Source: an optimization exercise on an open RTL-to-GDS flow (aim: a short achievable clock period and few clock cycles). Production flows keep margins and buffers that such runs may drop.
At most, simulation tests tie the RTL to the original design; equivalence was not proved.
No functional check of the RTL was part of run 1.

--- flow/flow/run.sh ---
#!/bin/bash
set -euo pipefail
sed 's/SETUP_SLACK_MARGIN=[0-9.]*/SETUP_SLACK_MARGIN=7/' standard.sh > standard_margin.sh
bash standard_margin.sh > standard_margin.log 2>&1
--- flow/standard.sh ---
#!/bin/bash
# synth_recipe.tcl (not shown) runs the flow's synth.tcl, then flattens the netlist and writes it again
# the make line also repeats each setting of config.mk as NAME=value (left out here)
make -C /OpenROAD-flow-scripts/flow DESIGN_CONFIG=/design/flow/config.mk WORK_HOME=/design/flow/orfs CLKGATE_MAP_FILE= SYNTH_SCRIPT=/design/flow/synth_recipe.tcl "${@:-finish}"
--- flow/config.mk ---
export PLATFORM = sky130hd
export DESIGN_NAME = CPU_wrapper
export DESIGN_NICKNAME = CPU_wrapper
export VERILOG_FILES = /design/flow/design.v
export SDC_FILE = /design/flow/constraint.sdc
export NUM_CORES = 4
export LEC_CHECK = 0
export CAP_MARGIN = 20
export CORE_MARGIN = 2
export CORE_UTILIZATION = 30
export SETUP_SLACK_MARGIN = 5
export SLEW_MARGIN = 20
export TNS_END_PERCENT = 100
--- flow/constraint.sdc ---
create_clock -name core_clock -period 11.0 [get_ports {clk}]
set_input_delay 2.2000 -clock core_clock [delete_from_list [all_inputs] [get_ports {clk}]]
set_output_delay 2.2000 -clock core_clock [all_outputs]
set_load 0.01 [all_outputs]
--- flow/design.v ---
module ks_add32 (
    input  logic [31:0] a,
    input  logic [31:0] b,
    input  logic        cin,
    output logic [31:0] s
);
    logic [31:0] p0, g0;
    logic [31:0] p1, g1, p2, g2, p3, g3, p4, g4, g5;
    assign p0 = a ^ b;
    assign g0 = {a[31:1] & b[31:1], (a[0] & b[0]) | (p0[0] & cin)};
    genvar i;
    generate
        for (i = 0; i < 32; i = i + 1) begin : g_l1
            if (i >= 1) begin : g_c
                assign g1[i] = g0[i] | (p0[i] & g0[i-1]);
                assign p1[i] = p0[i] & p0[i-1];
            end else begin : g_p
                assign g1[i] = g0[i];
                assign p1[i] = p0[i];
            end
        end
        for (i = 0; i < 32; i = i + 1) begin : g_l2
            if (i >= 2) begin : g_c
                assign g2[i] = g1[i] | (p1[i] & g1[i-2]);
                assign p2[i] = p1[i] & p1[i-2];
            end else begin : g_p
                assign g2[i] = g1[i];
                assign p2[i] = p1[i];
            end
        end
        for (i = 0; i < 32; i = i + 1) begin : g_l3
            if (i >= 4) begin : g_c
                assign g3[i] = g2[i] | (p2[i] & g2[i-4]);
                assign p3[i] = p2[i] & p2[i-4];
            end else begin : g_p
                assign g3[i] = g2[i];
                assign p3[i] = p2[i];
            end
        end
        for (i = 0; i < 32; i = i + 1) begin : g_l4
            if (i >= 8) begin : g_c
                assign g4[i] = g3[i] | (p3[i] & g3[i-8]);
                assign p4[i] = p3[i] & p3[i-8];
            end else begin : g_p
                assign g4[i] = g3[i];
                assign p4[i] = p3[i];
            end
        end
        for (i = 0; i < 32; i = i + 1) begin : g_l5
            if (i >= 16) begin : g_c
                assign g5[i] = g4[i] | (p4[i] & g4[i-16]);
            end else begin : g_p
                assign g5[i] = g4[i];
            end
        end
    endgenerate
    assign s = p0 ^ {g5[30:0], cin};
endmodule
module CPU_wrapper (
    input clk,   
    input rst,  
    output logic [4-1:0] AWID_M0,
    output logic [32-1:0] AWADDR_M0,
    output logic [4-1:0] AWLEN_M0,
    output logic [3-1:0] AWSIZE_M0,
    output logic [1:0] AWBURST_M0,
    output logic AWVALID_M0,
    input AWREADY_M0,
    output logic [32-1:0] WDATA_M0,
    output logic [4-1:0] WSTRB_M0,
    output logic WLAST_M0,
    output logic WVALID_M0,
    input WREADY_M0,
    input [4-1:0] BID_M0,
    input [1:0] BRESP_M0,
    input BVALID_M0,
    output logic BREADY_M0,
    output logic [4-1:0] AWID_M1,
    output logic [32-1:0] AWADDR_M1,
    output logic [4-1:0] AWLEN_M1,
    output logic [3-1:0] AWSIZE_M1,
    output logic [1:0] AWBURST_M1,
    output logic AWVALID_M1,
    input AWREADY_M1,
    output logic [32-1:0] WDATA_M1,
    output logic [4-1:0] WSTRB_M1,
    output logic WLAST_M1,
    output logic WVALID_M1,
    input WREADY_M1,
    input [4-1:0] BID_M1,
    input [1:0] BRESP_M1,
    input BVALID_M1,
    output logic BREADY_M1,
    output logic [4-1:0] ARID_M0,
    output logic [32-1:0] ARADDR_M0,
    output logic [4-1:0] ARLEN_M0,
    output logic [3-1:0] ARSIZE_M0,
    output logic [1:0] ARBURST_M0,
    output logic ARVALID_M0,
    input ARREADY_M0,
    input [4-1:0] RID_M0,
    input [32-1:0] RDATA_M0,
    input [1:0] RRESP_M0,
    input RLAST_M0,
    input RVALID_M0,
    output logic RREADY_M0,
    output logic [4-1:0] ARID_M1,
    output logic [32-1:0] ARADDR_M1,
    output logic [4-1:0] ARLEN_M1,
    output logic [3-1:0] ARSIZE_M1,
    output logic [1:0] ARBURST_M1,
    output logic ARVALID_M1,
    input ARREADY_M1,
    input [4-1:0] RID_M1,
    input [32-1:0] RDATA_M1,
    input [1:0] RRESP_M1,
    input RLAST_M1,
    input RVALID_M1,
    output logic RREADY_M1
);
    assign AWID_M0    = 4'b0;
    assign AWADDR_M0  = 32'b0;
    assign AWLEN_M0   = 4'b0;
    assign AWSIZE_M0  = 3'b0;
    assign AWBURST_M0 = 2'b0;
    assign AWVALID_M0 = 1'b0;
    assign WDATA_M0   = 32'b0;
    assign WSTRB_M0   = 4'b0;
    assign WLAST_M0   = 1'b0;
    assign WVALID_M0  = 1'b0;
    assign BREADY_M0  = 1'b0;
    assign ARID_M0    = 4'b0;
    assign ARLEN_M0   = 4'b0;
    assign ARSIZE_M0  = 3'b010;
    assign ARBURST_M0 = 2'h1;
    assign RREADY_M0  = 1'b1;
    assign ARID_M1    = 4'b0;
    assign ARLEN_M1   = 4'b0;
    assign ARSIZE_M1  = 3'b010;
    assign ARBURST_M1 = 2'h1;
    assign RREADY_M1  = 1'b1;
    assign AWID_M1    = 4'b0;
    assign AWLEN_M1   = 4'b0;
    assign AWSIZE_M1  = 3'b010;
    assign AWBURST_M1 = 2'h1;
    assign WLAST_M1   = 1'b1;
    assign BREADY_M1  = 1'b1;
    logic        e_valid, e_fixed;
    logic [1:0]  e_skip;         
    logic [31:0] e_pc4, e_pcimm, e_pre;
    logic [31:0] e_a, e_b, e_s;  
    logic        e_fa_m, e_fa_w, e_fb_m, e_fb_w, e_fs_m, e_fs_w;
    logic [4:0]  e_rd;
    logic        e_rw, e_ld, e_st, e_jal, e_jalr, e_pt, e_short;
    logic [1:0]  e_k;
    logic [1:0]  e_sz;           
    logic        e_uns;          
    logic [29:0] e_pcw;          
    logic        e_s_add, e_s_sub, e_s_sll, e_s_slt, e_s_sltu, e_s_xor, e_s_srl, e_s_sra,
                 e_s_or, e_s_and, e_s_pre;
    logic        e_b_eq, e_b_ne, e_b_lt, e_b_ge, e_b_ltu, e_b_geu;
    logic        m_valid, m_rw, m_ld, m_jalr, m_jmis, m_fixed;
    logic        m_arv, m_need_aw, m_awv, m_wv;
    logic [4:0]  m_rd;
    logic [2:0]  m_f3;
    logic [31:0] m_result, m_addr, m_wdata;
    logic [3:0]  m_strb;
    logic        w_valid, w_rw, w_ld, w_needr, w_got;
    logic [4:0]  w_rd;
    logic [2:0]  w_f3;
    logic [1:0]  w_off;
    logic [31:0] w_result, w_ldbuf;
    logic        mem_stall;
    logic        redirect_m, redirect_e, redirect_d;
    logic [31:0] e_tgt, d_tgt;
    logic        e_live;
    logic        f_arvalid, f_junk;
    logic [31:0] f_addr, f_redir;
    logic [3:0]  f_inflight, f_drop;
    logic [2:0]  ib_na, ib_nf;   
    logic [31:0] ib_ins [0:3];
    logic [31:0] ib_pc  [0:3];
    logic [3:0]  ib_pt;          
    logic [7:0]  bt_v;
    logic [26:0] bt_tag [0:7];
    logic [31:0] bt_tgt [0:7];
    assign ARVALID_M0 = f_arvalid;
    assign ARADDR_M0  = f_addr;
    logic        f_ar_hs, f_r_hs, f_r_junk, flush, flush_me;
    logic [31:0] flush_tgt;
    logic        bt_hit;
    logic [31:0] f_addr4, bt_pred;
    logic        d_adv, d_taken;
    logic [2:0]  ib_na_p, ib_nf_p;
    logic        ib_alloc, ib_fillw;
    assign f_ar_hs   = f_arvalid & ARREADY_M0;
    assign f_r_hs    = RVALID_M0;
    assign f_r_junk  = (f_drop != 4'd0);
    assign flush_me  = redirect_m | redirect_e;
    assign flush     = flush_me | redirect_d;
    assign flush_tgt = redirect_m ? {m_addr[31:1], 1'b0} : (redirect_e ? e_tgt : d_tgt);
    assign bt_hit    = bt_v[f_addr[4:2]] & (bt_tag[f_addr[4:2]] == f_addr[31:5]);
    ks_add32 u_fadd (.a(f_addr), .b(32'd4), .cin(1'b0), .s(f_addr4));
    assign bt_pred   = bt_hit ? bt_tgt[f_addr[4:2]] : f_addr4;
    logic d_pop;
    assign ib_na_p  = d_pop ? ib_na - 3'd1 : ib_na;
    assign ib_nf_p  = d_pop ? ib_nf - 3'd1 : ib_nf;
    assign ib_alloc = f_ar_hs & ~f_junk;
    assign ib_fillw = f_r_hs & ~f_r_junk;
    logic [3:0] f_inflight_n;
    assign f_inflight_n = f_inflight + {3'b0, f_ar_hs} - {3'b0, f_r_hs};
    always_ff @(posedge clk or negedge rst) begin
        if (!rst) begin
            f_arvalid  <= 1'b0;
            f_junk     <= 1'b0;
            f_addr     <= 32'd0;
            f_redir    <= 32'd0;
            f_inflight <= 4'd0;
            f_drop     <= 4'd0;
            ib_na      <= 3'd0;
            ib_nf      <= 3'd0;
        end else begin
            f_inflight <= f_inflight_n;
            if (flush) begin
                f_drop <= f_inflight_n;
                if (flush_me | d_pop) begin
                    ib_na <= 3'd0;
                    ib_nf <= 3'd0;
                end else begin
                    ib_na <= 3'd1;
                    ib_nf <= 3'd1;
                end
                if (f_arvalid & ~ARREADY_M0) begin
                    f_junk  <= 1'b1;
                    f_redir <= flush_tgt;
                end else begin
                    f_junk    <= 1'b0;
                    f_addr    <= flush_tgt;
                    f_arvalid <= 1'b1;
                end
            end else begin
                f_drop <= f_drop - {3'b0, f_r_hs & f_r_junk} + {3'b0, f_ar_hs & f_junk};
                ib_na  <= ib_na_p + {2'b0, ib_alloc};
                ib_nf  <= ib_nf_p + {2'b0, ib_fillw};
                if (f_ar_hs) begin
                    if (f_junk) begin
                        f_junk    <= 1'b0;
                        f_addr    <= f_redir;
                        f_arvalid <= 1'b1;
                    end else begin
                        f_addr    <= bt_pred;
                        f_arvalid <= (ib_na < 3'd3);
                    end
                end else if (!f_arvalid) begin
                    f_arvalid <= (ib_na < 3'd4);
                end
            end
        end
    end
    genvar gq;
    generate
        for (gq = 0; gq < 4; gq = gq + 1) begin : g_ib
            always_ff @(posedge clk) begin
                if (ib_fillw & (d_pop ? (ib_nf == gq + 1) : (ib_nf == gq))) ib_ins[gq] <= RDATA_M0;
                else if (d_pop) ib_ins[gq] <= ib_ins[(gq + 1) % 4];
                if (ib_alloc & (d_pop ? (ib_na == gq + 1) : (ib_na == gq))) ib_pc[gq] <= f_addr;
                else if (d_pop) ib_pc[gq] <= ib_pc[(gq + 1) % 4];
            end
            always_ff @(posedge clk or negedge rst) begin
                if (!rst) ib_pt[gq] <= 1'b0;
                else if (ib_alloc & (d_pop ? (ib_na == gq + 1) : (ib_na == gq))) ib_pt[gq] <= bt_hit;
                else if (d_pop) ib_pt[gq] <= ib_pt[(gq + 1) % 4];
                else if ((gq == 0) & redirect_d) ib_pt[gq] <= d_taken;
            end
        end
    endgenerate
    logic        d_valid;
    logic [31:0] d_ins, d_pc;
    logic        d_pt;
    assign d_valid = (ib_nf != 3'd0);
    assign d_ins   = ib_ins[0];
    assign d_pc    = ib_pc[0];
    assign d_pt    = ib_pt[0];
    logic [6:0] d_op;
    logic [4:0] d_rd, d_rs1, d_rs2;
    logic [2:0] d_f3;
    assign d_op  = d_ins[6:0];
    assign d_rd  = d_ins[11:7];
    assign d_f3  = d_ins[14:12];
    assign d_rs1 = d_ins[19:15];
    assign d_rs2 = d_ins[24:20];
    logic d_lui, d_auipc, d_jal, d_jalr, d_br, d_ld, d_st, d_opi, d_opr;
    assign d_lui   = (d_op == 7'b0110111);
    assign d_auipc = (d_op == 7'b0010111);
    assign d_jal   = (d_op == 7'b1101111);
    assign d_jalr  = (d_op == 7'b1100111);
    assign d_br    = (d_op == 7'b1100011);
    assign d_ld    = (d_op == 7'b0000011);
    assign d_st    = (d_op == 7'b0100011);
    assign d_opi   = (d_op == 7'b0010011);
    assign d_opr   = (d_op == 7'b0110011);
    logic d_use1, d_use2, d_rw;
    assign d_use1 = d_jalr | d_br | d_ld | d_st | d_opi | d_opr;
    assign d_use2 = d_br | d_st | d_opr;
    assign d_rw   = (d_lui | d_auipc | d_jal | d_jalr | d_ld | d_opi | d_opr) & (d_rd != 5'd0);
    logic [31:0] d_imm;
    always_comb begin
        if (d_lui | d_auipc)
            d_imm = {d_ins[31:12], 12'b0};
        else if (d_jal)
            d_imm = {{12{d_ins[31]}}, d_ins[19:12], d_ins[20], d_ins[30:21], 1'b0};
        else if (d_br)
            d_imm = {{20{d_ins[31]}}, d_ins[7], d_ins[30:25], d_ins[11:8], 1'b0};
        else if (d_st)
            d_imm = {{21{d_ins[31]}}, d_ins[30:25], d_ins[11:7]};
        else
            d_imm = {{21{d_ins[31]}}, d_ins[30:20]};
    end
    logic [31:0] d_pcimm, d_pc4;
    ks_add32 u_dadd (.a(d_pc), .b(d_imm), .cin(1'b0), .s(d_pcimm));
    ks_add32 u_dinc (.a(d_pc), .b(32'd4), .cin(1'b0), .s(d_pc4));
    logic       d_fwd_small;
    logic [2:0] d_offs;
    logic       d_short;
    assign d_offs      = d_imm[4:2];
    assign d_fwd_small = (d_imm[31:5] == 27'd0) & (d_imm[1:0] == 2'd0);
    assign d_short     = d_fwd_small & ((d_offs == 3'd1) | (d_offs == 3'd2) | (d_offs == 3'd3) |
                                        ((d_offs == 3'd4) & d_br));
    assign d_taken    = (d_jal & (~d_short | d_pt)) | (d_br & (d_pt | d_ins[31]));
    assign redirect_d = d_valid & (d_taken != d_pt);
    assign d_tgt      = d_taken ? d_pcimm : d_pc4;
    logic d_haz;
    assign d_haz = (e_live & e_ld & e_rw & ((d_use1 & (d_rs1 == e_rd)) | (d_use2 & (d_rs2 == e_rd)))) |
                   (m_valid & m_ld & m_rw & ((d_use1 & (d_rs1 == m_rd)) | (d_use2 & (d_rs2 == m_rd))));
    assign d_pop = d_valid & ~d_haz & ~mem_stall;
    assign d_adv = d_pop & ~flush_me;
    logic [31:0] rf [1:31];
    logic        w_we;
    logic [31:0] w_wdata;
    logic [31:0] d_a, d_b;
    assign d_a = (d_rs1 == 5'd0) ? 32'd0 : ((w_we & (w_rd == d_rs1)) ? w_wdata : rf[d_rs1]);
    assign d_b = (d_rs2 == 5'd0) ? 32'd0 : ((w_we & (w_rd == d_rs2)) ? w_wdata : rf[d_rs2]);
    logic d_bimm;
    assign d_bimm = ~(d_br | d_opr);
    logic d_fm1, d_fw1, d_fm2, d_fw2;
    assign d_fm1 = e_live & e_rw & (e_rd == d_rs1);
    assign d_fw1 = ~d_fm1 & m_valid & m_rw & (m_rd == d_rs1);
    assign d_fm2 = e_live & e_rw & (e_rd == d_rs2);
    assign d_fw2 = ~d_fm2 & m_valid & m_rw & (m_rd == d_rs2);
    logic [31:0] e_ra, e_op2, e_rs;
    assign e_ra  = e_fa_m ? m_result : (e_fa_w ? w_result : e_a);
    assign e_op2 = e_fb_m ? m_result : (e_fb_w ? w_result : e_b);
    assign e_rs  = e_fs_m ? m_result : (e_fs_w ? w_result : e_s);
    logic [31:0] e_sum, e_diff;
    ks_add32 u_eadd (.a(e_ra), .b(e_op2), .cin(1'b0), .s(e_sum));
    ks_add32 u_esub (.a(e_ra), .b(~e_op2), .cin(1'b1), .s(e_diff));
    logic        e_eq, e_ltu, e_lt;
    logic [30:0] c0_lt, c0_eq;
    logic [15:0] c1_lt, c1_eq;
    logic [7:0]  c2_lt, c2_eq;
    logic [3:0]  c3_lt, c3_eq;
    logic [1:0]  c4_lt, c4_eq;
    logic        c5_lt, c5_eq;
    assign c0_lt = ~e_ra[30:0] & e_op2[30:0];
    assign c0_eq = ~(e_ra[30:0] ^ e_op2[30:0]);
    genvar gi;
    generate
        for (gi = 0; gi < 15; gi = gi + 1) begin : g_c1
            assign c1_lt[gi] = c0_lt[2*gi+1] | (c0_eq[2*gi+1] & c0_lt[2*gi]);
            assign c1_eq[gi] = c0_eq[2*gi+1] & c0_eq[2*gi];
        end
        for (gi = 0; gi < 8; gi = gi + 1) begin : g_c2
            assign c2_lt[gi] = c1_lt[2*gi+1] | (c1_eq[2*gi+1] & c1_lt[2*gi]);
            assign c2_eq[gi] = c1_eq[2*gi+1] & c1_eq[2*gi];
        end
        for (gi = 0; gi < 4; gi = gi + 1) begin : g_c3
            assign c3_lt[gi] = c2_lt[2*gi+1] | (c2_eq[2*gi+1] & c2_lt[2*gi]);
            assign c3_eq[gi] = c2_eq[2*gi+1] & c2_eq[2*gi];
        end
        for (gi = 0; gi < 2; gi = gi + 1) begin : g_c4
            assign c4_lt[gi] = c3_lt[2*gi+1] | (c3_eq[2*gi+1] & c3_lt[2*gi]);
            assign c4_eq[gi] = c3_eq[2*gi+1] & c3_eq[2*gi];
        end
    endgenerate
    assign c1_lt[15] = c0_lt[30];
    assign c1_eq[15] = c0_eq[30];
    assign c5_lt = c4_lt[1] | (c4_eq[1] & c4_lt[0]);
    assign c5_eq = c4_eq[1] & c4_eq[0];
    assign e_eq  = c5_eq & ~(e_ra[31] ^ e_op2[31]);
    assign e_ltu = (~e_ra[31] & e_op2[31]) | (~(e_ra[31] ^ e_op2[31]) & c5_lt);
    assign e_lt  = (e_ra[31] & ~e_op2[31]) | (~(e_ra[31] ^ e_op2[31]) & c5_lt);
    logic signed [31:0] e_ra_s;
    logic [31:0] e_sll, e_srl, e_sra;
    assign e_ra_s = e_ra;
    assign e_sll  = e_ra << e_op2[4:0];
    assign e_srl  = e_ra >> e_op2[4:0];
    assign e_sra  = e_ra_s >>> e_op2[4:0];
    logic [31:0] e_result;
    assign e_result = ({32{e_s_add}}  & e_sum) |
                      ({32{e_s_sub}}  & e_diff) |
                      ({32{e_s_sll}}  & e_sll) |
                      ({32{e_s_slt}}  & {31'b0, e_lt}) |
                      ({32{e_s_sltu}} & {31'b0, e_ltu}) |
                      ({32{e_s_xor}}  & (e_ra ^ e_op2)) |
                      ({32{e_s_srl}}  & e_srl) |
                      ({32{e_s_sra}}  & e_sra) |
                      ({32{e_s_or}}   & (e_ra | e_op2)) |
                      ({32{e_s_and}}  & (e_ra & e_op2)) |
                      ({32{e_s_pre}}  & e_pre);
    logic e_killed, e_taken;
    assign e_live     = e_valid & (e_skip == 2'd0);
    assign e_killed   = e_valid & (e_skip != 2'd0);
    assign e_taken    = (e_b_eq & e_eq) | (e_b_ne & ~e_eq) | (e_b_lt & e_lt) | (e_b_ge & ~e_lt) |
                        (e_b_ltu & e_ltu) | (e_b_geu & ~e_ltu) | e_jal;
    assign redirect_e = e_valid & ~e_fixed & ~redirect_m &
                        (e_killed ? e_pt : (e_pt ? ~e_taken : (e_taken & ~e_short)));
    assign e_tgt      = (e_killed | e_pt) ? e_pc4 : e_pcimm;
    logic [3:0]  e_strb;
    logic [31:0] e_wdata;
    always_comb begin
        case (e_sz)
            2'b00: begin
                e_strb  = 4'b0001 << e_sum[1:0];
                e_wdata = {4{e_rs[7:0]}};
            end
            2'b01: begin
                e_strb  = e_sum[1] ? 4'b1100 : 4'b0011;
                e_wdata = {2{e_rs[15:0]}};
            end
            default: begin
                e_strb  = 4'b1111;
                e_wdata = e_rs;
            end
        endcase
    end
    always_ff @(posedge clk or negedge rst) begin
        if (!rst) bt_v <= 8'b0;
        else if (e_live & e_taken) bt_v[e_pcw[2:0]] <= 1'b1;
    end
    always_ff @(posedge clk) begin
        if (e_live & e_taken) begin
            bt_tag[e_pcw[2:0]] <= e_pcw[29:3];
            bt_tgt[e_pcw[2:0]] <= e_pcimm;
        end
    end
    logic [2:0] wr_out, wr_out_n;
    logic       m_aw_hs;
    assign ARVALID_M1 = m_arv;
    assign ARADDR_M1  = m_addr;
    assign AWVALID_M1 = m_awv;
    assign AWADDR_M1  = m_addr;
    assign WVALID_M1  = m_wv;
    assign WDATA_M1   = m_wdata;
    assign WSTRB_M1   = m_strb;
    assign m_aw_hs    = m_awv & AWREADY_M1;
    assign wr_out_n   = wr_out + {2'b0, m_aw_hs} - {2'b0, BVALID_M1};
    assign redirect_m = m_valid & m_jalr & m_jmis & ~m_fixed;
    always_ff @(posedge clk or negedge rst) begin
        if (!rst) wr_out <= 3'd0;
        else wr_out <= wr_out_n;
    end
    logic        w_wait;
    logic [31:0] w_raw, w_sh, w_lval;
    assign w_wait = w_needr & ~RVALID_M1;
    assign w_raw  = w_got ? w_ldbuf : RDATA_M1;
    assign w_sh   = w_raw >> {w_off, 3'b000};
    always_comb begin
        case (w_f3)
            3'b000: w_lval = {{24{w_sh[7]}}, w_sh[7:0]};
            3'b001: w_lval = {{16{w_sh[15]}}, w_sh[15:0]};
            3'b100: w_lval = {24'b0, w_sh[7:0]};
            3'b101: w_lval = {16'b0, w_sh[15:0]};
            default: w_lval = w_raw;
        endcase
    end
    assign w_wdata = w_ld ? w_lval : w_result;
    assign w_we    = w_valid & w_rw;
    assign mem_stall = (m_arv & ~ARREADY_M1) | (m_need_aw & ~m_aw_hs) | (m_wv & ~WREADY_M1) | w_wait;
    always_ff @(posedge clk) begin
        if (w_we & ~w_wait) rf[w_rd] <= w_wdata;
    end
    logic e_go;      
    assign e_go = e_live & ~redirect_m;
    always_ff @(posedge clk or negedge rst) begin
        if (!rst) begin
            e_valid   <= 1'b0;
            e_fixed   <= 1'b0;
            e_skip    <= 2'd0;
            m_valid   <= 1'b0;
            m_fixed   <= 1'b0;
            m_arv     <= 1'b0;
            m_need_aw <= 1'b0;
            m_awv     <= 1'b0;
            m_wv      <= 1'b0;
            w_valid   <= 1'b0;
            w_needr   <= 1'b0;
            w_got     <= 1'b0;
        end else if (mem_stall) begin
            if (redirect_e) e_fixed <= 1'b1;
            if (redirect_m) begin
                m_fixed <= 1'b1;
                e_valid <= 1'b0;
                e_skip  <= 2'd0;
            end
            m_arv     <= m_arv & ~ARREADY_M1;
            m_need_aw <= m_need_aw & ~m_aw_hs;
            m_awv     <= m_need_aw & ~m_aw_hs & (wr_out_n != 3'd4);
            m_wv      <= m_wv & ~WREADY_M1;
            if (w_needr & RVALID_M1) begin
                w_needr <= 1'b0;
                w_got   <= 1'b1;
            end
        end else begin
            e_valid <= d_adv;
            e_fixed <= 1'b0;
            if (redirect_m)
                e_skip <= 2'd0;
            else if (e_killed)
                e_skip <= e_skip - 2'd1;
            else if (e_live & ~e_pt & e_taken & e_short)
                e_skip <= e_k;
            m_valid   <= e_go;
            m_fixed   <= 1'b0;
            m_arv     <= e_go & e_ld;
            m_need_aw <= e_go & e_st;
            m_awv     <= e_go & e_st & (wr_out_n != 3'd4);
            m_wv      <= e_go & e_st;
            w_valid   <= m_valid;
            w_needr   <= m_valid & m_ld;
            w_got     <= 1'b0;
        end
    end
    always_ff @(posedge clk) begin
        if (mem_stall) begin
            if (~w_got) w_ldbuf <= RDATA_M1;
        end else begin
            e_pc4    <= d_pc4;
            e_pcimm  <= d_pcimm;
            e_a      <= d_a;
            e_b      <= d_bimm ? d_imm : d_b;
            e_s      <= d_b;
            e_pre    <= d_lui ? d_imm : (d_auipc ? d_pcimm : d_pc4);
            e_fa_m   <= d_fm1;
            e_fa_w   <= d_fw1;
            e_fb_m   <= d_fm2 & ~d_bimm;
            e_fb_w   <= d_fw2 & ~d_bimm;
            e_fs_m   <= d_fm2;
            e_fs_w   <= d_fw2;
            e_rd     <= d_rd;
            e_rw     <= d_rw;
            e_ld     <= d_ld;
            e_st     <= d_st;
            e_jal    <= d_jal;
            e_jalr   <= d_jalr;
            e_pt     <= d_taken;
            e_short  <= d_short;
            e_k      <= d_offs[1:0] - 2'd1;
            e_sz     <= d_f3[1:0];
            e_uns    <= d_f3[2];
            e_pcw    <= d_pc[31:2];
            e_s_add  <= (d_opr & (d_f3 == 3'b000) & ~d_ins[30]) | (d_opi & (d_f3 == 3'b000));
            e_s_sub  <= d_opr & (d_f3 == 3'b000) & d_ins[30];
            e_s_sll  <= (d_opr | d_opi) & (d_f3 == 3'b001);
            e_s_slt  <= (d_opr | d_opi) & (d_f3 == 3'b010);
            e_s_sltu <= (d_opr | d_opi) & (d_f3 == 3'b011);
            e_s_xor  <= (d_opr | d_opi) & (d_f3 == 3'b100);
            e_s_srl  <= (d_opr | d_opi) & (d_f3 == 3'b101) & ~d_ins[30];
            e_s_sra  <= (d_opr | d_opi) & (d_f3 == 3'b101) & d_ins[30];
            e_s_or   <= (d_opr | d_opi) & (d_f3 == 3'b110);
            e_s_and  <= (d_opr | d_opi) & (d_f3 == 3'b111);
            e_s_pre  <= d_lui | d_auipc | d_jal | d_jalr;
            e_b_eq   <= d_br & (d_f3 == 3'b000);
            e_b_ne   <= d_br & (d_f3 == 3'b001);
            e_b_lt   <= d_br & (d_f3 == 3'b100);
            e_b_ge   <= d_br & (d_f3 == 3'b101);
            e_b_ltu  <= d_br & (d_f3 == 3'b110);
            e_b_geu  <= d_br & (d_f3 == 3'b111);
            m_rw     <= e_rw;
            m_ld     <= e_ld;
            m_jalr   <= e_jalr;
            m_jmis   <= (e_sum[31:1] != e_pc4[31:1]);
            m_rd     <= e_rd;
            m_f3     <= {e_uns, e_sz};
            m_result <= e_result;
            m_addr   <= e_sum;
            m_wdata  <= e_wdata;
            m_strb   <= e_strb;
            w_rw     <= m_rw;
            w_ld     <= m_ld;
            w_rd     <= m_rd;
            w_f3     <= m_f3;
            w_off    <= m_addr[1:0];
            w_result <= m_result;
        end
    end
endmodule
==> results of run 1 <==
-- what timing repair did --
action | CTS | global route
pin swaps | 194 | 200
buffers inserted | 422 | 176
setup endpoints to repair | 3187 | 1479
gates cloned | 121 | 20
hold buffers | 0 | 0
gates resized for setup | 1167 | 381
-- how the worst min path moves through the flow --
stage / from / endpoint / slack (ns) / cells after the start
3_3_place_gp: e_jalr / m_jalr / 0.41 / 0
5_1_grt: m_f3[1] / w_f3[1] / 0.44 / 0
4_1_cts: e_jalr / m_jalr / 0.42 / 0
6_report: e_jalr / m_jalr / 0.42 / 0
3_5_place_dp: e_jalr / m_jalr / 0.41 / 0
2_1_floorplan: e_uns / m_f3[2] / 0.40 / 0
-- layout make-up --
type,instances,area share
Timing Repair inverter,9,0.000444
Clock inverter,144,0.0104
Sequential cell,2283,0.464
Multi-Input combinational cell,4894,0.337
Inverter,219,0.00638
Clock buffer,311,0.0471
Timing Repair Buffer,1106,0.0914
Antenna cell,12,0.000205
Tap cell,5060,0.0432
-- logic make-up (layout without fill, tap and decap cells) --
logic type	after synthesis	count (layout)
DFF	2283	2283
muxes	1473	1473
and+or+nand+nor	1454	1461
AOI/OAI and AO/OA	1395	1412
buffers and inverters	927	1789
xor gates and xnor gates	219	219
adders and majority gates	201	201
other	2	140
-- metrics by stage --
step                 util  cells
global placement    0.322  12800
floorplan               -   8080
CTS                 0.371  13800
finish              0.381  14000
detailed placement  0.322  12800
global route        0.381  14000
-- critical path, delay by kind of cell (launching register included) --
family                     cells  cell delay [ns]
and+or+nand+nor                6             1.81
AOI/OAI and AO/OA              5             1.14
buffers and inverters          6             0.91
muxes                          2             0.55
DFF                            1             0.43
adders and majority gates      1             0.28
-- layer usage --
metal | wire (um) | share of wire | track usage
met1 | 168000 | 0.37 | 0.283
met2 | 207000 | 0.46 | 0.350
met3 | 45500 | 0.10 | 0.0433
met4 | 29500 | 0.066 | 0.114
met5 | 88 | 0.00020 | 0
-- state kept, by name, indices dropped and copies added (netlist names), 32 cells and up, named ones only --
register,cells
e_a,32
ib_pc,128
e_b,32
f_redir,32
f_addr,32
bt_tag,216
w_ldbuf,32
e_pre,32
rf,992
ib_ins,128
e_pcimm,32
bt_tgt,256
m_wdata,32
w_result,32
e_s,32
m_addr,32
m_result,32
e_pc4,32
-- placed cells by master, fill, tap and decap left out, types with 35 or more instances in the layout --
cell and count:
edfxtp_1 2170, mux4_2 668, buf_4 504, nand2_1 478, nor2_1 421, mux2i_1 413
mux2_2 347, clkbuf_16 280, a21oi_1 270, o21ai_0 236, inv_1 187, ha_1 136
xnor2_1 130, conb_1 128, buf_6 124, buf_12 117, dlygate4sd2_1 117, nand3_1 90
a211oi_1 90, buf_16 85, dfrtp_1 78, nor2_4 57, a21o_1 56, o211ai_1 55
nor3_1 54, xor2_1 51, clkdlybuf4s50_1 51, clkinv_1 50, ha_4 45, a211oi_2 43
nand4_1 41, a21oi_2 41, clkbuf_1 39, o21a_2 37, a21oi_4 35, clkinv_2 35
==> impl_metrics.json, run 1 <==
{
  "timing_worst_setup_path_type": "reg2reg",
  "finalCritPeriodShare": 0.481,
  "worst_slew_margin_rel": 0.225,
  "netlist_top_cells_area": "edfxtp_1 (56%), mux4_2 (13%), mux2i_1 (3.9%)",
  "first_pass_grt_wire_length_mm": 612,
  "muxShareOfSynthArea": 0.203,
  "wl_per_cell_um": 32.1,
  "preCtsSetupSlack_ns": 3.06,
  "clock_skew_ns": 0.116,
  "worst_path_max_delay_cell": "nor4_4",
  "cts.sink_count": 2283,
  "floorplan.die_area_mm2": 0.391,
  "grt-ovfl-total": 0,
  "synth_compound_area_frac": 0.0791,
  "syn-instance-count": 7954,
  "num-fill-cells": 35300,
  "fin_ws_ns": 5.71,
  "root_buffer": "clkbuf_16",
  "number_of_distinct_library_cell_variants_in_the_gate_level_netlist_after_synthesis": 94,
  "synth_area_mm2": 0.116,
  "synth_area_per_cell_um2": 14.6,
  "total_of_endpoints_with_negative_setup_slack_in_the_final_report": 0,
  "first_global_vias": 77700,
  "worst_r2r_path_depth": 20,
  "max_clock_freq_ghz": 0.189,
  "worstPathCellList": "buf_6, bufbuf_16, mux2i_1, o21a_2, ha_4, nor4_4, nand4_1, buf_6, nor4_4, mux2i_2, nand3_2, or4_4, a31oi_4, or2_4, buf_4, buf_6, buf_6, o21ai_1, o22ai_2, o21ai_1",
  "fin_crit_ns": 5.29,
  "detailed_place.area_mm2": 0.124,
  "cp-end-kind": "flop",
  "clkLatencyLatePin_ns": 0.96,
  "starting_density_of_the_core": 0.301,
  "multiInputGateArea_mm2": 0.0494,
  "grt_max_degree": 136,
  "place_hpwl_mm": 261,
  "final_layout_size_suffix_gt1_frac": 0.346,
  "synth_xor_area_frac": 0.0166,
  "yosysTopAreaCellShare": 0.562,
  "max-clock-path-buffers": 4,
  "area_leader_netlist": "edfxtp_1",
  "worst_hold_check_path_type": "reg2reg",
  "die_y_um": 626,
  "maxcap_viol_count": 0,
  "htreeDepth": 5,
  "whs_ns": 0.418,
  "synth-warning-count": 3,
  "synth-async-reset-ratio": 0.0473,
  "core_region_area_mm2": 0.385,
  "stdcell_area_mm2": 0.147,
  "drt-initial-drc-count": 10900,
  "outcome": "no timing/DRC/antenna violations",
  "critical_path.endpoint": "f_redir[28]",
  "post_route_antenna_net_violation_count": 0,
  "finalSetupTns_ns": 0,
  "required_ns": 11.72,
  "postRouteWirelength_mm": 450,
  "cp_slowest_stage_delay_ns": 0.56,
  "netlist_top_cells_count": "edfxtp_1 (2,170), mux4_2 (668), nand2_1 (505), nor2_1 (493), mux2i_1 (452)",
  "synthMostInstantiatedCell": "edfxtp_1",
  "seq_area_frac_synth": 0.587,
  "drc": 0,
  "ys.flop_type": "edfxtp_1",
  "critPathLaunchType": "flop",
  "port-buffer-count": 208,
  "synth_enable_flop_cells": 2170,
  "critical_path_arrival_ns": 6.01,
  "timing.rr.end": "f_redir[28]",
  "ys_ff_latch": 2283,
  "worst_r2r_startpoint": "e_fa_w",
  "placer_congestion": 0.967,
  "dominant_combinational_cell_family_by_area_after_synthesis": "multiplexers",
  "area_delta_synth_final_pct": 26.5,
  "floorplan.rows": 228,
  "path_common_cell": "buf_6",
  "io-pin-count": 366,
  "via_count": 80800,
  "first_pass_iters": 8,
  "chipWidth_um": 626,
  "vias_per_inst": 5.76,
  "setup_repair_after_global_routing_missed_its_margin": "true",
  "post_synthesis_share_of_cell_area_spent_on_full_adders_half_adders_and_majority_gates": 0.0221,
  "max_slew.worst_pin.slew_ns": 1.15,
  "nNetsFinal": 9079,
  "register_area_mm2": 0.0680,
  "slew_viol_final": 0,
  "antenna_found_initial": 62,
  "clk_pin_slew_worst_paths_ns": 0.06,
  "startpoint": "e_fa_w",
  "ff2ff_setup_slack_ns": 5.71,
  "post_synth_and_or_nand_nor_area_fraction": 0.0564,
  "hold_viol_final": 0,
  "tritoncts": "yes",
  "cp_max_fo": 7,
  "tritoncts.num_buffers": 263,
  "grtUsageTotal": 0.220
}
==> run 2, diff against run 1 <==
--- a/flow/design.v
+++ b/flow/design.v
@@ -145,11 +145,11 @@
     assign AWBURST_M1 = 2'h1;
     assign WLAST_M1   = 1'b1;
     assign BREADY_M1  = 1'b1;
-    logic        e_valid, e_fixed;
+    logic        e_valid;
     logic [1:0]  e_skip;         
     logic [31:0] e_pc4, e_pcimm, e_pre;
     logic [31:0] e_a, e_b, e_s;  
-    logic        e_fa_m, e_fa_w, e_fb_m, e_fb_w, e_fs_m, e_fs_w;
+    logic        e_fa_m, e_fb_m, e_fs_m;
     logic [4:0]  e_rd;
     logic        e_rw, e_ld, e_st, e_jal, e_jalr, e_pt, e_short;
     logic [1:0]  e_k;
@@ -159,7 +159,9 @@
     logic        e_s_add, e_s_sub, e_s_sll, e_s_slt, e_s_sltu, e_s_xor, e_s_srl, e_s_sra,
                  e_s_or, e_s_and, e_s_pre;
     logic        e_b_eq, e_b_ne, e_b_lt, e_b_ge, e_b_ltu, e_b_geu;
-    logic        m_valid, m_rw, m_ld, m_jalr, m_jmis, m_fixed;
+    logic        m_valid, m_rw, m_ld, m_mis, m_fixed, m_btw, m_jt;
+    logic [31:0] m_tgt, m_btt;
+    logic [29:0] m_pcw;
     logic        m_arv, m_need_aw, m_awv, m_wv;
     logic [4:0]  m_rd;
     logic [2:0]  m_f3;
@@ -171,7 +173,7 @@
     logic [1:0]  w_off;
     logic [31:0] w_result, w_ldbuf;
     logic        mem_stall;
-    logic        redirect_m, redirect_e, redirect_d;
+    logic        redirect_m, redirect_d;
     logic [31:0] e_tgt, d_tgt;
     logic        e_live;
     logic        f_arvalid, f_junk;
@@ -180,7 +182,30 @@
     logic [2:0]  ib_na, ib_nf;   
     logic [31:0] ib_ins [0:3];
     logic [31:0] ib_pc  [0:3];
+    logic [31:0] ib_imm [0:3];   
+    logic [8:0]  ib_cls [0:3];   
     logic [3:0]  ib_pt;          
+    logic [6:0]  r_op;
+    logic [8:0]  r_cls;
+    logic [31:0] r_imm;
+    logic [31:0] r_ins;
+    assign r_ins = RDATA_M0;
+    assign r_op  = r_ins[6:0];
+    assign r_cls = {(r_op == 7'b0110011), (r_op == 7'b0010011), (r_op == 7'b0100011),
+                    (r_op == 7'b0000011), (r_op == 7'b1100011), (r_op == 7'b1100111),
+                    (r_op == 7'b1101111), (r_op == 7'b0010111), (r_op == 7'b0110111)};
+    always_comb begin
+        if (r_cls[0] | r_cls[1])
+            r_imm = {r_ins[31:12], 12'b0};
+        else if (r_cls[2])
+            r_imm = {{12{r_ins[31]}}, r_ins[19:12], r_ins[20], r_ins[30:21], 1'b0};
+        else if (r_cls[4])
+            r_imm = {{20{r_ins[31]}}, r_ins[7], r_ins[30:25], r_ins[11:8], 1'b0};
+        else if (r_cls[6])
+            r_imm = {{21{r_ins[31]}}, r_ins[30:25], r_ins[11:7]};
+        else
+            r_imm = {{21{r_ins[31]}}, r_ins[30:20]};
+    end
     logic [7:0]  bt_v;
     logic [26:0] bt_tag [0:7];
     logic [31:0] bt_tgt [0:7];
@@ -196,9 +221,9 @@
     assign f_ar_hs   = f_arvalid & ARREADY_M0;
     assign f_r_hs    = RVALID_M0;
     assign f_r_junk  = (f_drop != 4'd0);
-    assign flush_me  = redirect_m | redirect_e;
+    assign flush_me  = redirect_m;
     assign flush     = flush_me | redirect_d;
-    assign flush_tgt = redirect_m ? {m_addr[31:1], 1'b0} : (redirect_e ? e_tgt : d_tgt);
+    assign flush_tgt = redirect_m ? (m_jt ? {m_addr[31:1], 1'b0} : m_tgt) : d_tgt;
     assign bt_hit    = bt_v[f_addr[4:2]] & (bt_tag[f_addr[4:2]] == f_addr[31:5]);
     ks_add32 u_fadd (.a(f_addr), .b(32'd4), .cin(1'b0), .s(f_addr4));
     assign bt_pred   = bt_hit ? bt_tgt[f_addr[4:2]] : f_addr4;
@@ -261,8 +286,15 @@
     generate
         for (gq = 0; gq < 4; gq = gq + 1) begin : g_ib
             always_ff @(posedge clk) begin
-                if (ib_fillw & (d_pop ? (ib_nf == gq + 1) : (ib_nf == gq))) ib_ins[gq] <= RDATA_M0;
-                else if (d_pop) ib_ins[gq] <= ib_ins[(gq + 1) % 4];
+                if (ib_fillw & (d_pop ? (ib_nf == gq + 1) : (ib_nf == gq))) begin
+                    ib_ins[gq] <= r_ins;
+                    ib_imm[gq] <= r_imm;
+                    ib_cls[gq] <= r_cls;
+                end else if (d_pop) begin
+                    ib_ins[gq] <= ib_ins[(gq + 1) % 4];
+                    ib_imm[gq] <= ib_imm[(gq + 1) % 4];
+                    ib_cls[gq] <= ib_cls[(gq + 1) % 4];
+                end
                 if (ib_alloc & (d_pop ? (ib_na == gq + 1) : (ib_na == gq))) ib_pc[gq] <= f_addr;
                 else if (d_pop) ib_pc[gq] <= ib_pc[(gq + 1) % 4];
             end
@@ -290,32 +322,13 @@
     assign d_rs1 = d_ins[19:15];
     assign d_rs2 = d_ins[24:20];
     logic d_lui, d_auipc, d_jal, d_jalr, d_br, d_ld, d_st, d_opi, d_opr;
-    assign d_lui   = (d_op == 7'b0110111);
-    assign d_auipc = (d_op == 7'b0010111);
-    assign d_jal   = (d_op == 7'b1101111);
-    assign d_jalr  = (d_op == 7'b1100111);
-    assign d_br    = (d_op == 7'b1100011);
-    assign d_ld    = (d_op == 7'b0000011);
-    assign d_st    = (d_op == 7'b0100011);
-    assign d_opi   = (d_op == 7'b0010011);
-    assign d_opr   = (d_op == 7'b0110011);
+    assign {d_opr, d_opi, d_st, d_ld, d_br, d_jalr, d_jal, d_auipc, d_lui} = ib_cls[0];
     logic d_use1, d_use2, d_rw;
     assign d_use1 = d_jalr | d_br | d_ld | d_st | d_opi | d_opr;
     assign d_use2 = d_br | d_st | d_opr;
     assign d_rw   = (d_lui | d_auipc | d_jal | d_jalr | d_ld | d_opi | d_opr) & (d_rd != 5'd0);
     logic [31:0] d_imm;
-    always_comb begin
-        if (d_lui | d_auipc)
-            d_imm = {d_ins[31:12], 12'b0};
-        else if (d_jal)
-            d_imm = {{12{d_ins[31]}}, d_ins[19:12], d_ins[20], d_ins[30:21], 1'b0};
-        else if (d_br)
-            d_imm = {{20{d_ins[31]}}, d_ins[7], d_ins[30:25], d_ins[11:8], 1'b0};
-        else if (d_st)
-            d_imm = {{21{d_ins[31]}}, d_ins[30:25], d_ins[11:7]};
-        else
-            d_imm = {{21{d_ins[31]}}, d_ins[30:20]};
-    end
+    assign d_imm = ib_imm[0];
     logic [31:0] d_pcimm, d_pc4;
     ks_add32 u_dadd (.a(d_pc), .b(d_imm), .cin(1'b0), .s(d_pcimm));
     ks_add32 u_dinc (.a(d_pc), .b(32'd4), .cin(1'b0), .s(d_pc4));
@@ -338,19 +351,22 @@
     logic        w_we;
     logic [31:0] w_wdata;
     logic [31:0] d_a, d_b;
-    assign d_a = (d_rs1 == 5'd0) ? 32'd0 : ((w_we & (w_rd == d_rs1)) ? w_wdata : rf[d_rs1]);
-    assign d_b = (d_rs2 == 5'd0) ? 32'd0 : ((w_we & (w_rd == d_rs2)) ? w_wdata : rf[d_rs2]);
+    logic        d_mf1, d_mf2;    
+    assign d_mf1 = m_valid & m_rw & (m_rd == d_rs1);
+    assign d_mf2 = m_valid & m_rw & (m_rd == d_rs2);
+    assign d_a = (d_rs1 == 5'd0) ? 32'd0 : (d_mf1 ? m_result :
+                 ((w_we & (w_rd == d_rs1)) ? w_wdata : rf[d_rs1]));
+    assign d_b = (d_rs2 == 5'd0) ? 32'd0 : (d_mf2 ? m_result :
+                 ((w_we & (w_rd == d_rs2)) ? w_wdata : rf[d_rs2]));
     logic d_bimm;
     assign d_bimm = ~(d_br | d_opr);
-    logic d_fm1, d_fw1, d_fm2, d_fw2;
+    logic d_fm1, d_fm2;
     assign d_fm1 = e_live & e_rw & (e_rd == d_rs1);
-    assign d_fw1 = ~d_fm1 & m_valid & m_rw & (m_rd == d_rs1);
     assign d_fm2 = e_live & e_rw & (e_rd == d_rs2);
-    assign d_fw2 = ~d_fm2 & m_valid & m_rw & (m_rd == d_rs2);
     logic [31:0] e_ra, e_op2, e_rs;
-    assign e_ra  = e_fa_m ? m_result : (e_fa_w ? w_result : e_a);
-    assign e_op2 = e_fb_m ? m_result : (e_fb_w ? w_result : e_b);
-    assign e_rs  = e_fs_m ? m_result : (e_fs_w ? w_result : e_s);
+    assign e_ra  = e_fa_m ? m_result : e_a;
+    assign e_op2 = e_fb_m ? m_result : e_b;
+    assign e_rs  = e_fs_m ? m_result : e_s;
     logic [31:0] e_sum, e_diff;
     ks_add32 u_eadd (.a(e_ra), .b(e_op2), .cin(1'b0), .s(e_sum));
     ks_add32 u_esub (.a(e_ra), .b(~e_op2), .cin(1'b1), .s(e_diff));
@@ -407,13 +423,20 @@
                       ({32{e_s_or}}   & (e_ra | e_op2)) |
                       ({32{e_s_and}}  & (e_ra & e_op2)) |
                       ({32{e_s_pre}}  & e_pre);
-    logic e_killed, e_taken;
+    logic e_killed, e_taken, e_mis;
     assign e_live     = e_valid & (e_skip == 2'd0);
     assign e_killed   = e_valid & (e_skip != 2'd0);
     assign e_taken    = (e_b_eq & e_eq) | (e_b_ne & ~e_eq) | (e_b_lt & e_lt) | (e_b_ge & ~e_lt) |
                         (e_b_ltu & e_ltu) | (e_b_geu & ~e_ltu) | e_jal;
-    assign redirect_e = e_valid & ~e_fixed & ~redirect_m &
-                        (e_killed ? e_pt : (e_pt ? ~e_taken : (e_taken & ~e_short)));
+    logic [31:0] e_jc, e_jx, e_jk;
+    logic        e_jhit;
+    assign e_jc   = {e_pc4[31:1], e_ra[0] ^ e_op2[0]};
+    assign e_jx   = e_ra ^ e_op2 ^ e_jc;
+    assign e_jk   = (e_ra & e_op2) | ((e_ra | e_op2) & ~e_jc);
+    assign e_jhit = (e_jx == {e_jk[30:0], 1'b0});
+    assign e_mis      = e_valid & (e_killed ? e_pt :
+                                   (e_jalr ? ~e_jhit :
+                                    (e_pt ? ~e_taken : (e_taken & ~e_short))));
     assign e_tgt      = (e_killed | e_pt) ? e_pc4 : e_pcimm;
     logic [3:0]  e_strb;
     logic [31:0] e_wdata;
@@ -435,12 +458,12 @@
     end
     always_ff @(posedge clk or negedge rst) begin
         if (!rst) bt_v <= 8'b0;
-        else if (e_live & e_taken) bt_v[e_pcw[2:0]] <= 1'b1;
+        else if (m_btw) bt_v[m_pcw[2:0]] <= 1'b1;
     end
     always_ff @(posedge clk) begin
-        if (e_live & e_taken) begin
-            bt_tag[e_pcw[2:0]] <= e_pcw[29:3];
-            bt_tgt[e_pcw[2:0]] <= e_pcimm;
+        if (m_btw) begin
+            bt_tag[m_pcw[2:0]] <= m_pcw[29:3];
+            bt_tgt[m_pcw[2:0]] <= m_btt;
         end
     end
     logic [2:0] wr_out, wr_out_n;
@@ -454,7 +477,7 @@
     assign WSTRB_M1   = m_strb;
     assign m_aw_hs    = m_awv & AWREADY_M1;
     assign wr_out_n   = wr_out + {2'b0, m_aw_hs} - {2'b0, BVALID_M1};
-    assign redirect_m = m_valid & m_jalr & m_jmis & ~m_fixed;
+    assign redirect_m = m_mis & ~m_fixed;
     always_ff @(posedge clk or negedge rst) begin
         if (!rst) wr_out <= 3'd0;
         else wr_out <= wr_out_n;
@@ -484,10 +507,11 @@
     always_ff @(posedge clk or negedge rst) begin
         if (!rst) begin
             e_valid   <= 1'b0;
-            e_fixed   <= 1'b0;
             e_skip    <= 2'd0;
             m_valid   <= 1'b0;
+            m_mis     <= 1'b0;
             m_fixed   <= 1'b0;
+            m_btw     <= 1'b0;
             m_arv     <= 1'b0;
             m_need_aw <= 1'b0;
             m_awv     <= 1'b0;
@@ -496,11 +520,10 @@
             w_needr   <= 1'b0;
             w_got     <= 1'b0;
         end else if (mem_stall) begin
-            if (redirect_e) e_fixed <= 1'b1;
+            m_btw <= 1'b0;
             if (redirect_m) begin
                 m_fixed <= 1'b1;
                 e_valid <= 1'b0;
-                e_skip  <= 2'd0;
             end
             m_arv     <= m_arv & ~ARREADY_M1;
             m_need_aw <= m_need_aw & ~m_aw_hs;
@@ -512,15 +535,16 @@
             end
         end else begin
             e_valid <= d_adv;
-            e_fixed <= 1'b0;
             if (redirect_m)
-                e_skip <= 2'd0;
+                e_skip <= e_skip;
             else if (e_killed)
                 e_skip <= e_skip - 2'd1;
             else if (e_live & ~e_pt & e_taken & e_short)
                 e_skip <= e_k;
             m_valid   <= e_go;
+            m_mis     <= e_mis & ~redirect_m;
             m_fixed   <= 1'b0;
+            m_btw     <= e_go & e_taken;
             m_arv     <= e_go & e_ld;
             m_need_aw <= e_go & e_st;
             m_awv     <= e_go & e_st & (wr_out_n != 3'd4);
@@ -541,11 +565,8 @@
             e_s      <= d_b;
             e_pre    <= d_lui ? d_imm : (d_auipc ? d_pcimm : d_pc4);
             e_fa_m   <= d_fm1;
-            e_fa_w   <= d_fw1;
             e_fb_m   <= d_fm2 & ~d_bimm;
-            e_fb_w   <= d_fw2 & ~d_bimm;
             e_fs_m   <= d_fm2;
-            e_fs_w   <= d_fw2;
             e_rd     <= d_rd;
             e_rw     <= d_rw;
             e_ld     <= d_ld;
@@ -577,8 +598,10 @@
             e_b_geu  <= d_br & (d_f3 == 3'b111);
             m_rw     <= e_rw;
             m_ld     <= e_ld;
-            m_jalr   <= e_jalr;
-            m_jmis   <= (e_sum[31:1] != e_pc4[31:1]);
+            m_tgt    <= e_tgt;
+            m_jt     <= e_jalr & ~e_killed;
+            m_btt    <= e_pcimm;
+            m_pcw    <= e_pcw;
             m_rd     <= e_rd;
             m_f3     <= {e_uns, e_sz};
             m_result <= e_result;
==> run 2 against run 1 <==
Compared with the run above: clock-buffer cell count increased by 42; non-clock buffer count shrank 179; hold slack got worse by 0.0073 ns; clock skew shrank 0.039 ns; global-route usage shrank 1.1 points; synthesized cell count up 7.4%; flip-flop and latch count up 212; fmax up 18%; critical path depth is 8 lower; routed wire length grew 0.55%; critical endpoint is now m_result[22].
==> impl_metrics.json, run 2 <==
{
  "core_region_area_mm2": 0.409,
  "hold_viol_final": 0,
  "clock_skew_ns": 0.0776,
  "post_route_antenna_net_violation_count": 0,
  "floorplan.rows": 235,
  "tritoncts.num_buffers": 281,
  "drc": 0,
  "area_leader_netlist": "edfxtp_1",
  "setup_repair_after_global_routing_missed_its_margin": "true",
  "number_of_distinct_library_cell_variants_in_the_gate_level_netlist_after_synthesis": 89,
  "register_containing_the_most_flip_flops_in_the_final_layout": "rf",
  "grt-ovfl-total": 0,
  "total_of_endpoints_with_negative_setup_slack_in_the_final_report": 0,
  "ys_ff_latch": 2495,
  "antenna_found_initial": 57,
  "via_count": 82400,
  "grt_max_degree": 162,
  "clk_pin_slew_worst_paths_ns": 0.06,
  "netlist_top_cells_count": "edfxtp_1 (2,376), nand2_1 (975), mux4_2 (689), nor2_1 (445), a21oi_1 (429)",
  "synthMostInstantiatedCell": "edfxtp_1",
  "tritoncts": "yes",
  "yosysTopAreaCellShare": 0.580,
  "place_hpwl_mm": 269,
  "utilization_after_layout": 0.366,
  "postRouteWirelength_mm": 453,
  "max-clock-path-buffers": 4,
  "drt-initial-drc-count": 10800,
  "grtUsageTotal": 0.209,
  "starting_density_of_the_core": 0.301,
  "finalSetupTns_ns": 0,
  "fin_crit_ns": 4.49,
  "slew_viol_final": 0,
  "nNetsFinal": 9501,
  "maxcap_viol_count": 0,
  "synth_area_mm2": 0.123,
  "final_layout_size_suffix_gt1_frac": 0.280,
  "synth_enable_flop_cells": 2376,
  "chipWidth_um": 644,
  "io-pin-count": 366,
  "most-common-layout-cells": "edfxtp_1 (2,376), nand2_1 (952), mux4_2 (689)",
  "die_y_um": 644,
  "syn-instance-count": 8540,
  "first_pass_iters": 6,
  "htreeDepth": 5,
  "worst_slew_margin_rel": 0.209,
  "ys.flop_type": "edfxtp_1",
  "cts_hold_repair.buffers": 0,
  "startpoint": "e_fa_m",
  "first_pass_grt_wire_length_mm": 620,
  "outcome": "no timing/DRC/antenna violations",
  "worst_hold_check_path_type": "reg2reg",
  "area_delta_synth_final_pct": 21.8,
  "first_global_vias": 79300,
  "vias_per_inst": 5.54,
  "wl_per_cell_um": 30.5,
  "timing_worst_setup_path_type": "reg2reg",
  "worst_r2r_startpoint": "e_fa_m",
  "synth-async-reset-ratio": 0.0437,
  "mostFrequentLayoutCell": "edfxtp_1",
  "cp-end-kind": "flop",
  "synth-warning-count": 5,
  "largest_register_ffs": 992,
  "hp-start": "e_pcw[15]",
  "critPathLaunchType": "flop",
  "max_slew.worst_pin.slew_ns": 1.18,
  "clkLatencyLatePin_ns": 0.94,
  "port-buffer-count": 208,
  "max_clock_freq_ghz": 0.223,
  "root_buffer": "clkbuf_16",
  "critical_path_arrival_ns": 5.09,
  "cp_max_fo": 7,
  "seq_area_frac_synth": 0.604,
  "floorplan.die_area_mm2": 0.415,
  "finalCritPeriodShare": 0.408,
  "whs_ns": 0.411,
  "required_ns": 11.60,
  "netlist_top_cells_area": "edfxtp_1 (58%), mux4_2 (13%), mux2i_1 (3.2%)",
  "synth_area_per_cell_um2": 14.4,
  "cts.sink_count": 2495,
  "placer_congestion": 0.969
}
## run 2: cell types whose count changed after synthesis, sizes merged, moves of 30 or more
cell,change
edfxtp,+206
fa,+30
buf,+35
a21oi,+95
mux2,-103
nor2,-47
o21ai,+128
mux2i,-59
o21a,-42
nand2,+470
nand3,-32
## run 2: worst paths after layout
| check | slack [ns] | endpoint | cells past startpoint |
|---|---|---|---|
| max in group asynchronous | 8.18 | f_addr[3] | 2 |
| worst max-delay path | 6.51 | m_result[22] | 12 |
| min in group asynchronous | 1.33 | bt_v[2] | 1 |
| worst min-delay path | 0.41 | m_pcw[15] | 0 |
| worst max register to register | 6.51 | m_result[22] | 12 |
| worst min register to register | 0.41 | m_pcw[15] | 0 |
## run 2: logic make-up after synthesis
kind of cell	share of synthesized area
xor+xnor	0.0160
other cells	0.0000610
compound gates	0.0750
simple gates	0.0625
flops	0.604
fa+ha+maj	0.0259
mux	0.181
buf+inv	0.0360
## run 2: per-layer routing
metal | track usage | share of wire
met5 | 0 | 0.00018
met2 | 0.342 | 0.48
met4 | 0.120 | 0.067
met1 | 0.259 | 0.37
met3 | 0.0365 | 0.087
## run 2: what timing repair did
action                     in CTS  in global routing
gates cloned                   64                 18
pin swaps                      89                120
resized for setup             831                241
setup endpoints to repair    3313               1347
setup buffers                 294                144
## run 2: critical path, stage by stage, from the launching register on
cell and delay (ns):
edfxtp_1 0.41, buf_12 0.16, buf_12 0.14, buf_4 0.15, mux2i_4 0.32, inv_1 0.29
mux2i_2 0.41, mux2i_1 0.32, mux2_2 0.37, nor2_1 0.62, a211oi_2 0.24, a221o_1 0.42
a221o_1 0.35
## run 2: per-stage QoR
stage | std cells | worst slack [ns] | cell area (um^2)
CTS | 14700 | 6.72 | 147000
global route | 14800 | 6.56 | 150000
finish | 14900 | 6.51 | 150000
detailed placement | 13800 | 3.95 | 131000
floorplan | 8666 | -0.798 | 124000
global placement | 13800 | 4.25 | 131000
## run 2: layout make-up
class	instances	area, um^2
antenna	13	32.5
sequential	2495	74400
fill	38100	259000
clock buffer	353	7500
clock inverter	156	1370
tap	5451	6820
timing repair buffer	927	10400
multi-input combinational	5224	48400
inverter	228	948
timing repair inverter	9	60.1
Testbench counts of run 2, summed over its fixed seeds: cycles 65,807.
==> run 3, diff against run 2 <==
--- a/flow/design.v
+++ b/flow/design.v
@@ -152,6 +152,7 @@
     logic        e_fa_m, e_fb_m, e_fs_m;
     logic [4:0]  e_rd;
     logic        e_rw, e_ld, e_st, e_jal, e_jalr, e_pt, e_short;
+    logic        e_zv, e_zf;     
     logic [1:0]  e_k;
     logic [1:0]  e_sz;           
     logic        e_uns;          
@@ -339,7 +340,12 @@
     assign d_fwd_small = (d_imm[31:5] == 27'd0) & (d_imm[1:0] == 2'd0);
     assign d_short     = d_fwd_small & ((d_offs == 3'd1) | (d_offs == 3'd2) | (d_offs == 3'd3) |
                                         ((d_offs == 3'd4) & d_br));
-    assign d_taken    = (d_jal & (~d_short | d_pt)) | (d_br & (d_pt | d_ins[31]));
+    logic       d_ez, d_ez_taken;
+    assign d_ez   = d_br & (d_f3[2:1] == 2'b00) & e_live & e_rw & e_zv &
+                    (((d_rs2 == 5'd0) & (d_rs1 == e_rd)) | ((d_rs1 == 5'd0) & (d_rs2 == e_rd)));
+    assign d_ez_taken = d_f3[0] ^ e_zf;
+    assign d_taken    = (d_jal & (~d_short | d_pt)) |
+                        (d_br & (d_ez ? d_ez_taken : (d_pt | d_ins[31])));
     assign redirect_d = d_valid & (d_taken != d_pt);
     assign d_tgt      = d_taken ? d_pcimm : d_pc4;
     logic d_haz;
@@ -360,9 +366,21 @@
                  ((w_we & (w_rd == d_rs2)) ? w_wdata : rf[d_rs2]));
     logic d_bimm;
     assign d_bimm = ~(d_br | d_opr);
+    logic [31:0] d_za, d_zb;
+    logic        d_zero, d_zv, d_wl1, d_wl2;
+    assign d_wl1  = w_we & w_ld & (w_rd == d_rs1);
+    assign d_wl2  = w_we & w_ld & (w_rd == d_rs2);
+    assign d_za   = (d_rs1 == 5'd0) ? 32'd0 : (d_mf1 ? m_result :
+                    ((w_we & (w_rd == d_rs1)) ? w_result : rf[d_rs1]));
+    assign d_zb   = d_bimm ? d_imm : ((d_rs2 == 5'd0) ? 32'd0 : (d_mf2 ? m_result :
+                    ((w_we & (w_rd == d_rs2)) ? w_result : rf[d_rs2])));
+    assign d_zero = ((d_za ^ d_zb) == {d_za[30:0] | d_zb[30:0], 1'b0});
     logic d_fm1, d_fm2;
     assign d_fm1 = e_live & e_rw & (e_rd == d_rs1);
     assign d_fm2 = e_live & e_rw & (e_rd == d_rs2);
+    assign d_zv  = (d_f3 == 3'b000) & (d_opi | (d_opr & ~d_ins[30])) &
+                   ~d_fm1 & ~(d_wl1 & ~d_mf1 & (d_rs1 != 5'd0)) &
+                   (d_opi | (~d_fm2 & ~(d_wl2 & ~d_mf2 & (d_rs2 != 5'd0))));
     logic [31:0] e_ra, e_op2, e_rs;
     assign e_ra  = e_fa_m ? m_result : e_a;
     assign e_op2 = e_fb_m ? m_result : e_b;
@@ -564,6 +582,8 @@
             e_b      <= d_bimm ? d_imm : d_b;
             e_s      <= d_b;
             e_pre    <= d_lui ? d_imm : (d_auipc ? d_pcimm : d_pc4);
+            e_zv     <= d_zv;
+            e_zf     <= d_zero;
             e_fa_m   <= d_fm1;
             e_fb_m   <= d_fm2 & ~d_bimm;
             e_fs_m   <= d_fm2;
==> run 3 against run 2 <==
Compared with the run above: hold slack gained 0.0044 ns; clock skew shrank 0.0017 ns; flip-flop and latch count grew 2; global-route usage grew 0.97 points; critical path type unchanged; largest cell class unchanged.
==> impl_metrics.json, run 3 <==
{
  "vias_per_inst": 5.64,
  "clock_skew_ns": 0.0759,
  "tritoncts.num_buffers": 278,
  "max-clock-path-buffers": 4,
  "critical_path.endpoint": "e_zf",
  "slew_viol_final": 0,
  "tritoncts": "yes",
  "hold_viol_final": 0,
  "first_pass_grt_wire_length_mm": 658,
  "fin_crit_ns": 4.46,
  "num-fill-cells": 38700,
  "critical_path_arrival_ns": 5.19,
  "cts.sink_count": 2497,
  "area_leader_netlist": "edfxtp_1",
  "io-pin-count": 366,
  "register_area_mm2": 0.0744,
  "fin_ws_ns": 6.54,
  "netlist_top_cells_area": "edfxtp_1 (57%), mux4_2 (13%), mux2i_1 (3.3%)",
  "core_region_area_mm2": 0.414,
  "setup_repair_after_global_routing_missed_its_margin": "true",
  "htreeDepth": 5,
  "ys_ff_latch": 2497,
  "clk_pin_slew_worst_paths_ns": 0.06,
  "max_slew.worst_pin.slew_ns": 1.20,
  "path_common_cell": "mux4_2",
  "ys.flop_type": "edfxtp_1",
  "first_pass_iters": 8,
  "critical_path.top_delay_family": "multiplexers",
  "syn-instance-count": 8743,
  "critPathLaunchType": "flop",
  "worst_r2r_path_depth": 14,
  "synthMostInstantiatedCell": "edfxtp_1",
  "place_hpwl_mm": 288,
  "drc": 0,
  "most-common-layout-cells": "edfxtp_1 (2,378), nand2_1 (819), mux4_2 (699)",
  "first_global_vias": 82600,
  "mostFrequentLayoutCell": "edfxtp_1",
  "postRouteWirelength_mm": 484,
  "final_layout_size_suffix_gt1_frac": 0.301,
  "yosysTopAreaCellShare": 0.572,
  "total_of_endpoints_with_negative_setup_slack_in_the_final_report": 0,
  "worst_path_max_delay_cell": "mux4_2",
  "cp-end-kind": "flop",
  "outcome": "no timing/DRC/antenna violations",
  "die_y_um": 649,
  "timing.rr.end": "e_zf",
  "synth-async-reset-ratio": 0.0437,
  "ff2ff_setup_slack_ns": 6.54,
  "port-buffer-count": 208,
  "number_of_distinct_library_cell_variants_in_the_gate_level_netlist_after_synthesis": 100,
  "floorplan.die_area_mm2": 0.422,
  "antenna_found_initial": 41,
  "crit_buf_inv": 3,
  "floorplan.rows": 236,
  "grt_max_degree": 81,
  "register_containing_the_most_flip_flops_in_the_final_layout": "rf",
  "cp_max_fo": 11,
  "maxcap_viol_count": 0,
  "worst_path_depth": 14,
  "grt-ovfl-total": 0,
  "netlist_top_cells_count": "edfxtp_1 (2,378), nand2_1 (837), mux4_2 (699), o21ai_0 (532), nor2_1 (503)",
  "placer_congestion": 0.945,
  "whs_path_depth": 0
}
## run 3: kinds of logic after synthesis
group	share of synthesized area
compound gates	0.0748
buf+inv	0.0356
fa+ha+maj	0.0286
xor+xnor	0.0181
other cells	0.0000601
mux	0.184
simple gates	0.0636
flops	0.595
## run 3: worst min-delay path by stage
stage	startpoint	endpoint
5_1_grt	e_pcw[27]	m_pcw[27]
3_5_place_dp	e_uns	m_f3[2]
4_1_cts	e_uns	m_f3[2]
3_3_place_gp	e_pcw[10]	m_pcw[10]
6_report	e_pcw[28]	m_pcw[28]
2_1_floorplan	e_uns	m_f3[2]
## run 3: what timing repair did
action,CTS,global route
endpoints found under the hold margin,0,0
setup endpoints to repair,2832,949
buffers inserted,346,122
gates resized for setup,1102,307
pin swaps,125,123
gates cloned,95,27
## run 3: routing by layer
metal  track usage  up-vias  part of all wire
met4         0.128       10             0.071
li1              -    35100                 -
met3        0.0359     1111             0.086
met5             0        -           0.00016
met1         0.274    44400              0.37
met2         0.357     4980              0.47
## run 3: cell type report
cell class / instances / share of cell area
Timing Repair Buffer: 1025 / 0.0796
Clock inverter: 157 / 0.00953
Clock buffer: 346 / 0.0477
Antenna cell: 20 / 0.000323
Timing Repair inverter: 6 / 0.000291
Inverter: 234 / 0.00637
Multi-Input combinational cell: 5429 / 0.331
Tap cell: 5474 / 0.0442
Sequential cell: 2497 / 0.481
## run 3: worst reg2reg max path, cell delays in order (launching register included)
cell,delay [ns]
dfxtp_4,0.37
buf_12,0.14
buf_4,0.20
buf_16,0.19
mux4_2,0.55
mux4_2,0.53
mux2i_4,0.22
o21ai_0,0.18
a21oi_1,0.21
o21a_1,0.14
ha_1,0.28
xnor2_4,0.23
nor4_4,0.43
nand4_1,0.26
nor3_4,0.34
## run 3: through the flow
step | instance area, um^2 | utilization | hold WS [ns] | std cells
after detailed placement | 134000 | 0.323 | 0.405 | 14100
after global routing | 155000 | 0.374 | 0.424 | 15200
after global placement | 134000 | 0.323 | 0.401 | 14100
after floorplan | 126000 | - | 0.400 | 8869
after CTS | 152000 | 0.367 | 0.417 | 15000
final | 155000 | 0.374 | 0.415 | 15200
Testbench counts of run 3, summed over its fixed seeds: cycles 62,779.

separate check: timing with driven ports:
The flow's constraints put no driver on any port. The routed layouts listed below were extracted and timed again, unchanged, in two steps. Step 1: set_driving_cell puts a clkbuf_16 on clk and a buf_2 on each other input, an assumption about the parent block. Step 2 times the ports against the registers' clock, not the clock port: input delays grow and output delays shrink by t, the midpoint of the rising clock arrivals with the driver on. Slacks: ideal ports / drivers / drivers and shift; pairs: ideal ports / drivers.
| run | t (ns) | slack for setup (ns) | worst setup path at the end | slew at the worst register clock pin (ns) |
|---|---|---|---|---|
| run 1 | 1.001 | 5.714 / 5.714 / 5.714 | register to register | 0.08 / 0.08 |
| run 2 | 0.998 | 6.510 / 6.510 / 6.068 | input to register | 0.07 / 0.07 |
| run 3 | 0.990 | 6.543 / 6.543 / 5.907 | input to register | 0.07 / 0.07 |
After both steps every run listed still meets setup and hold. The setup slack of run 3, which loses most, moves by 0.000 ns with the drivers and by -0.636 ns with both steps.
